This design comes from an exercise in tuning for small area, a short achievable clock period and few clock cycles per item on the open sky130 flow, not from production work. Function was checked by simulation only, so behaviour that the tests miss may differ from the original. The clock port is modelled as an ideal driver, which makes a skipped or thinned clock tree look cheaper than it is; a real chip needs a root buffer or a tree.

==> v8 <==
## RCL
module RCL(
    clk,
    rst_n,
    in_valid,
    coef_Q,
    coef_L,
    out_valid,
    out
);
input clk, rst_n, in_valid;
input [4:0] coef_Q, coef_L;
output reg out_valid;
output reg [1:0] out;
reg [4:0] l1, q1;
reg [9:0] x, d;
reg [1:0] cnt;
wire first = cnt[0] & ~cnt[1];    
wire third = cnt[0] & cnt[1];     
wire nfirst = ~first;
wire [4:0] qm = third ? 5'd1 : q1;
wire [9:0] x_next, d_next;
wire [2:0] s_hi;
wire [6:0] s_lo;
wire [14:0] f;
wire n1 = ~(x[0] & nfirst);
wire n2 = ~(l1[0] & qm[0]);
wire n3 = n1 ^ n2;
wire n4 = ~(n1 | n2);
wire n5 = ~(x[1] & nfirst);
wire n6 = ~(l1[0] & qm[1]);
wire n7 = ~(l1[1] & qm[0]);
wire n8, n9;
RCL_fa un8 (.a(n5), .b(n6), .c(n7), .s(n8), .co(n9));
wire n10 = ~n4;
wire n11 = n10 ^ n8;
wire n12 = ~(n10 | n8);
wire n13 = ~(x[2] & nfirst);
wire n14 = ~(l1[0] & qm[2]);
wire n15, n16;
RCL_fa un15 (.a(n13), .b(n14), .c(n9), .s(n15), .co(n16));
wire n17 = ~(l1[1] & qm[1]);
wire n18 = ~(l1[2] & qm[0]);
wire n19, n20;
RCL_fa un19 (.a(n17), .b(n18), .c(n15), .s(n19), .co(n20));
wire n21 = ~n12;
wire n22 = n21 ^ n19;
wire n23 = ~(n21 | n19);
wire n24 = ~(x[3] & nfirst);
wire n25, n26;
RCL_fa un25 (.a(n24), .b(n16), .c(n20), .s(n25), .co(n26));
wire n27 = ~(l1[0] & qm[3]);
wire n28 = ~(l1[1] & qm[2]);
wire n29, n30;
RCL_fa un29 (.a(n27), .b(n28), .c(n25), .s(n29), .co(n30));
wire n31 = ~(l1[2] & qm[1]);
wire n32 = ~(l1[3] & qm[0]);
wire n33, n34;
  ...
export LEC_CHECK = 0
export CAP_MARGIN = 20
export CORE_MARGIN = 2
export CORE_UTILIZATION = 40
export CTS_CLUSTER_DIAMETER = 500
export CTS_CLUSTER_SIZE = 50
export SLEW_MARGIN = 20
export SYNTH_HIERARCHICAL = 1
create_clock -name core_clock -period 80.0 [get_ports {clk}]
run.sh (not shown) runs the stock make flow with config.mk's settings and CLKGATE_MAP_FILE= SYNTH_SCRIPT=/design/flow/synth_recipe.tcl, a recipe that flattens the netlist after the stock synthesis.
==> inputs of v7, as changes to v8 <==
Settings changed: CTS_CLUSTER_DIAMETER 500 to default, CTS_CLUSTER_SIZE 50 to default.
==> summary of the runs <==
- In cell count, v7 and v8 do not differ.
- Synthesized cell count is the same in v7 and v8.
- Die area is the same in v8 and v7.
- Critical path depth is the same in v8 and v7.
- In sequential cell count, v7 and v8 do not differ.
- Sequential share of layout area is the same in v8 and v7.
- In worst setup slack, v7 and v8 do not differ.
==> figures <==
item                                                              v8                   v7
Outcome                                               finished clean       finished clean
Non-CTS inverters                                                 49                   49
DP Area                                                   4480 sq um           4480 sq um
Adder-Cell Fraction of Synth Area                              57.4%                57.4%
Critical Path End                                             out[1]               out[1]
Root Buffer Master                                          clkbuf_8             clkbuf_8
Wire length of the first global-routing pass                13800 um             13800 um
Worst slew slack as a fraction of its limit                    55.9%                55.9%
Buffer and inverter count on the worst path                        1                    1
Remaining antenna violation count after routing                    0                    0
CTS sink count                                                    35                   35
Top Layer Used                                                  met4                 met4
Detailed route wirelength on metal3                           261 um               261 um
Testbench counts of v8, summed over its fixed seeds: cycles 11,992, items 2,400.
Testbench counts of v7, summed over its fixed seeds: cycles 11,992, items 2,400.

========
==> build 38: inputs <==
RCL, a different RTL version from the one above (not shown whole).
## RCL
module RCL(
    clk,
    rst_n,
    in_valid,
    coef_Q,
    coef_L,
    out_valid,
    out
);
Settings: LEC_CHECK=0, CAP_MARGIN=20, CORE_MARGIN=2, CORE_UTILIZATION=40, GPL_TIMING_DRIVEN=0, SLEW_MARGIN=20, SYNTH_HIERARCHICAL=1, BUFFER_PORTS_ARGS=-buffer_cell sky130_fd_sc_hd__buf_1; clock period 80.0 ns.
standard.sh (not shown) runs the stock make flow with config.mk's settings and CLKGATE_MAP_FILE= SYNTH_SCRIPT=/design/flow/synth_recipe.tcl, a recipe that flattens the netlist after the stock synthesis.
==> flow/flow/run.sh <==
#!/bin/bash
# Standard layout, with the port buffers made of sky130_fd_sc_hd__buf_1 cells
# and the clock tree built with the arguments below.
set -euo pipefail
echo 'export BUFFER_PORTS_ARGS = -buffer_cell sky130_fd_sc_hd__buf_1' >> config.mk
export CTS_ARGS="-sink_clustering_enable -repair_clock_nets -dont_use_dummy_load -sink_clustering_levels 1 -sink_clustering_size 40 -sink_clustering_max_diameter 1000 -root_buf sky130_fd_sc_hd__clkbuf_16 -buf_list sky130_fd_sc_hd__clkbuf_16"
bash standard.sh > standard.log 2>&1
==> build 10: changes against build 38 <==
==> flow/flow/run.sh (replaced) <==
#!/bin/bash
# Standard layout, with the port buffers made of sky130_fd_sc_hd__buf_1 cells
# and the clock tree replaced by one clock buffer (flow/one_clock_buffer.tcl).
set -euo pipefail
here=$(pwd)
echo 'export BUFFER_PORTS_ARGS = -buffer_cell sky130_fd_sc_hd__buf_1' >> config.mk
export POST_CTS_TCL="$here/flow/one_clock_buffer.tcl"
bash standard.sh > standard.log 2>&1
==> flow/flow/one_clock_buffer.tcl (new file) <==
# Runs after ORFS's clock tree synthesis (POST_CTS_TCL hook). The design has
# few registers, so the tree is replaced by one level of clock buffers: the
# clock port drives CLOCK_BUFS buffers, each of which drives the clock pins of
# the registers nearest to it (the registers split by x coordinate).
set nbuf 2
set bufcell sky130_fd_sc_hd__clkbuf_8
set block [ord::get_db_block]
set db [ord::get_db]
set clk_net [[$block findBTerm clk] getNet]

# the clock tree's buffers and dummy loads, and the nets they drive
set tree_insts {}
set tree_nets {}
foreach inst [$block getInsts] {
  set name [$inst getName]
  if { [string match "clkbuf_*" $name] || [string match "clkload*" $name] } {
    lappend tree_insts $inst
    set out [$inst findITerm X]
    if { $out == "NULL" } { set out [$inst findITerm Y] }
    if { $out != "NULL" && [$out getNet] != "NULL" } { lappend tree_nets [$out getNet] }
  }
}

set regs {}
foreach inst [$block getInsts] {
  if { [string match "sky130_fd_sc_hd__df*" [[$inst getMaster] getName]] } {
    lappend regs [list [lindex [$inst getLocation] 0] $inst]
  }
}
set regs [lsort -integer -index 0 $regs]
set n [llength $regs]
foreach inst $tree_insts { odb::dbInst_destroy $inst }
foreach net $tree_nets { odb::dbNet_destroy $net }

set master [$db findMaster $bufcell]
for { set b 0 } { $b < $nbuf } { incr b } {
  set lo [expr { $b * $n / $nbuf }]
  set hi [expr { ($b + 1) * $n / $nbuf }]
  set net [odb::dbNet_create $block clknet_$b]
  $net setSigType CLOCK
  set sx 0
  set sy 0
  foreach r [lrange $regs $lo [expr { $hi - 1 }]] {
    set inst [lindex $r 1]
    set it [$inst findITerm CLK]
    $it disconnect
    $it connect $net
    set loc [$inst getLocation]
    incr sx [lindex $loc 0]
    incr sy [lindex $loc 1]
  }
  set buf [odb::dbInst_create $block $master clkbuf_$b]
  [$buf findITerm A] connect $clk_net
  [$buf findITerm X] connect $net
  set k [expr { $hi - $lo }]
  $buf setLocation [expr { $sx / $k }] [expr { $sy / $k }]
  $buf setPlacementStatus PLACED
}
puts "one_clock_buffer: $n registers on $nbuf buffers, removed [llength $tree_insts] tree cells"
detailed_placement
estimate_parasitics -placement
report_clock_skew
Settings changed: CORE_UTILIZATION 40 to 65.
==> trial 33: changes against build 38 <==
==> flow/flow/run.sh (replaced) <==
#!/bin/bash
# Standard layout, with the port buffers made of sky130_fd_sc_hd__buf_1 cells
# and the clock tree replaced by one level of clock buffers
# (flow/one_clock_buffer.tcl). Buffers that synthesis added are removed at
# floorplan (REMOVE_ABC_BUFFERS).
set -euo pipefail
here=$(pwd)
echo 'export BUFFER_PORTS_ARGS = -buffer_cell sky130_fd_sc_hd__buf_1' >> config.mk
echo 'export REMOVE_ABC_BUFFERS = 1' >> config.mk
export POST_CTS_TCL="$here/flow/one_clock_buffer.tcl"
bash standard.sh > standard.log 2>&1
==> flow/flow/one_clock_buffer.tcl (new file) <==
# Runs after ORFS's clock tree synthesis (POST_CTS_TCL hook). The design has
# few registers, so the tree is replaced by one level of clock buffers: the
# clock port drives CLOCK_BUFS buffers, each of which drives the clock pins of
# the registers nearest to it (the registers split by x coordinate).
set nbuf 3
set bufcell sky130_fd_sc_hd__clkbuf_8
set block [ord::get_db_block]
set db [ord::get_db]
set clk_net [[$block findBTerm clk] getNet]

# the clock tree's buffers and dummy loads, and the nets they drive
set tree_insts {}
set tree_nets {}
foreach inst [$block getInsts] {
  set name [$inst getName]
  if { [string match "clkbuf_*" $name] || [string match "clkload*" $name] } {
    lappend tree_insts $inst
    set out [$inst findITerm X]
    if { $out == "NULL" } { set out [$inst findITerm Y] }
    if { $out != "NULL" && [$out getNet] != "NULL" } { lappend tree_nets [$out getNet] }
  }
}

set regs {}
foreach inst [$block getInsts] {
  if { [string match "sky130_fd_sc_hd__df*" [[$inst getMaster] getName]] } {
    lappend regs [list [lindex [$inst getLocation] 0] $inst]
  }
}
set regs [lsort -integer -index 0 $regs]
set n [llength $regs]
foreach inst $tree_insts { odb::dbInst_destroy $inst }
foreach net $tree_nets { odb::dbNet_destroy $net }

set master [$db findMaster $bufcell]
for { set b 0 } { $b < $nbuf } { incr b } {
  set lo [expr { $b * $n / $nbuf }]
  set hi [expr { ($b + 1) * $n / $nbuf }]
  set net [odb::dbNet_create $block clknet_$b]
  $net setSigType CLOCK
  set sx 0
  set sy 0
  foreach r [lrange $regs $lo [expr { $hi - 1 }]] {
    set inst [lindex $r 1]
    set it [$inst findITerm CLK]
    $it disconnect
    $it connect $net
    set loc [$inst getLocation]
    incr sx [lindex $loc 0]
    incr sy [lindex $loc 1]
  }
  set buf [odb::dbInst_create $block $master clkbuf_$b]
  [$buf findITerm A] connect $clk_net
  [$buf findITerm X] connect $net
  set k [expr { $hi - $lo }]
  $buf setLocation [expr { $sx / $k }] [expr { $sy / $k }]
  $buf setPlacementStatus PLACED
}
puts "one_clock_buffer: $n registers on $nbuf buffers, removed [llength $tree_insts] tree cells"
detailed_placement
estimate_parasitics -placement
report_clock_skew
Settings changed: CORE_UTILIZATION 40 to 65, REMOVE_ABC_BUFFERS from default to 1.
==> comparison table <==
quantity                                                                                  trial 33                 build 38                 build 10
Run status                                                                 complete, no violations  complete, no violations  complete, no violations
Source-to-sink clock delay at the later pin of the worst-skew pair                          150 ps                   280 ps                   170 ps
Total number of vias                                                                          2589                     2653                     2704
Number of nets at the end of the flow                                                          511                      527                      524
Seq/total area                                                                               17.2%                    16.3%                    17.0%
Crit share post-route                                                                        20.8%                    21.0%                    20.8%
Final HPWL from detailed placement                                                         6450 µm                  6870 µm                  6930 µm
Arrival time at the worst endpoint                                                          630 ps                   770 ps                   660 ps
Count of cells along the worst register-to-register path                                        34                       36                       36
Number of search-and-repair iterations in the first detailed-routing pass                        4                        4                        7
Post-route insts no fill                                                                       466                      540                      479
Overall fraction of global-route tracks in use                                               25.2%                    17.3%                    27.4%
Testbench counts of build 38, summed over its fixed seeds: cycles 11,992, items 2,400.
Testbench counts of build 10, summed over its fixed seeds: cycles 11,992, items 2,400.
Testbench counts of trial 33, summed over its fixed seeds: cycles 11,992, items 2,400.
The clock cells of build 10 and trial 33 come from the design's own scripts or RTL, not from TritonCTS.

what the ideal ports hide:
The results above use ideal ports. As a check the final layouts listed here were re-extracted and re-timed, cells and wires unchanged.
Step 1 assumes that a clkbuf_16 drives the clock port and a buf_2 every other input.
Step 2 times the ports against the registers' clock, not the clock port: input delays grow and output delays shrink by t, the midpoint of the rising clock arrivals with the driver on.
Slacks: no drivers / after step 1 / after step 2; pairs: no drivers / after step 1.
| run | t, ns | setup WS [ns] | worst setup path after step 2 | latest minus earliest clock arrival (ns) | worst register clock-pin slew, ns |
|---|---|---|---|---|---|
| v8 | 0.313 | 62.852 / 62.822 / 63.135 | register to output | 0.014 / 0.014 | 0.08 / 0.08 |
| v7 | 0.313 | 62.852 / 62.822 / 63.135 | register to output | 0.014 / 0.014 | 0.08 / 0.08 |
| build 38 | 0.306 | 63.230 / 63.200 / 63.506 | register to output | 0.016 / 0.016 | 0.05 / 0.05 |
| build 10 | 0.205 | 63.345 / 63.303 / 63.508 | register to output | 0.018 / 0.018 | 0.12 / 0.12 |
| trial 33 | 0.182 | 63.367 / 63.323 / 63.505 | register to output | 0.016 / 0.015 | 0.09 / 0.09 |
After both steps every run listed still meets setup and hold.
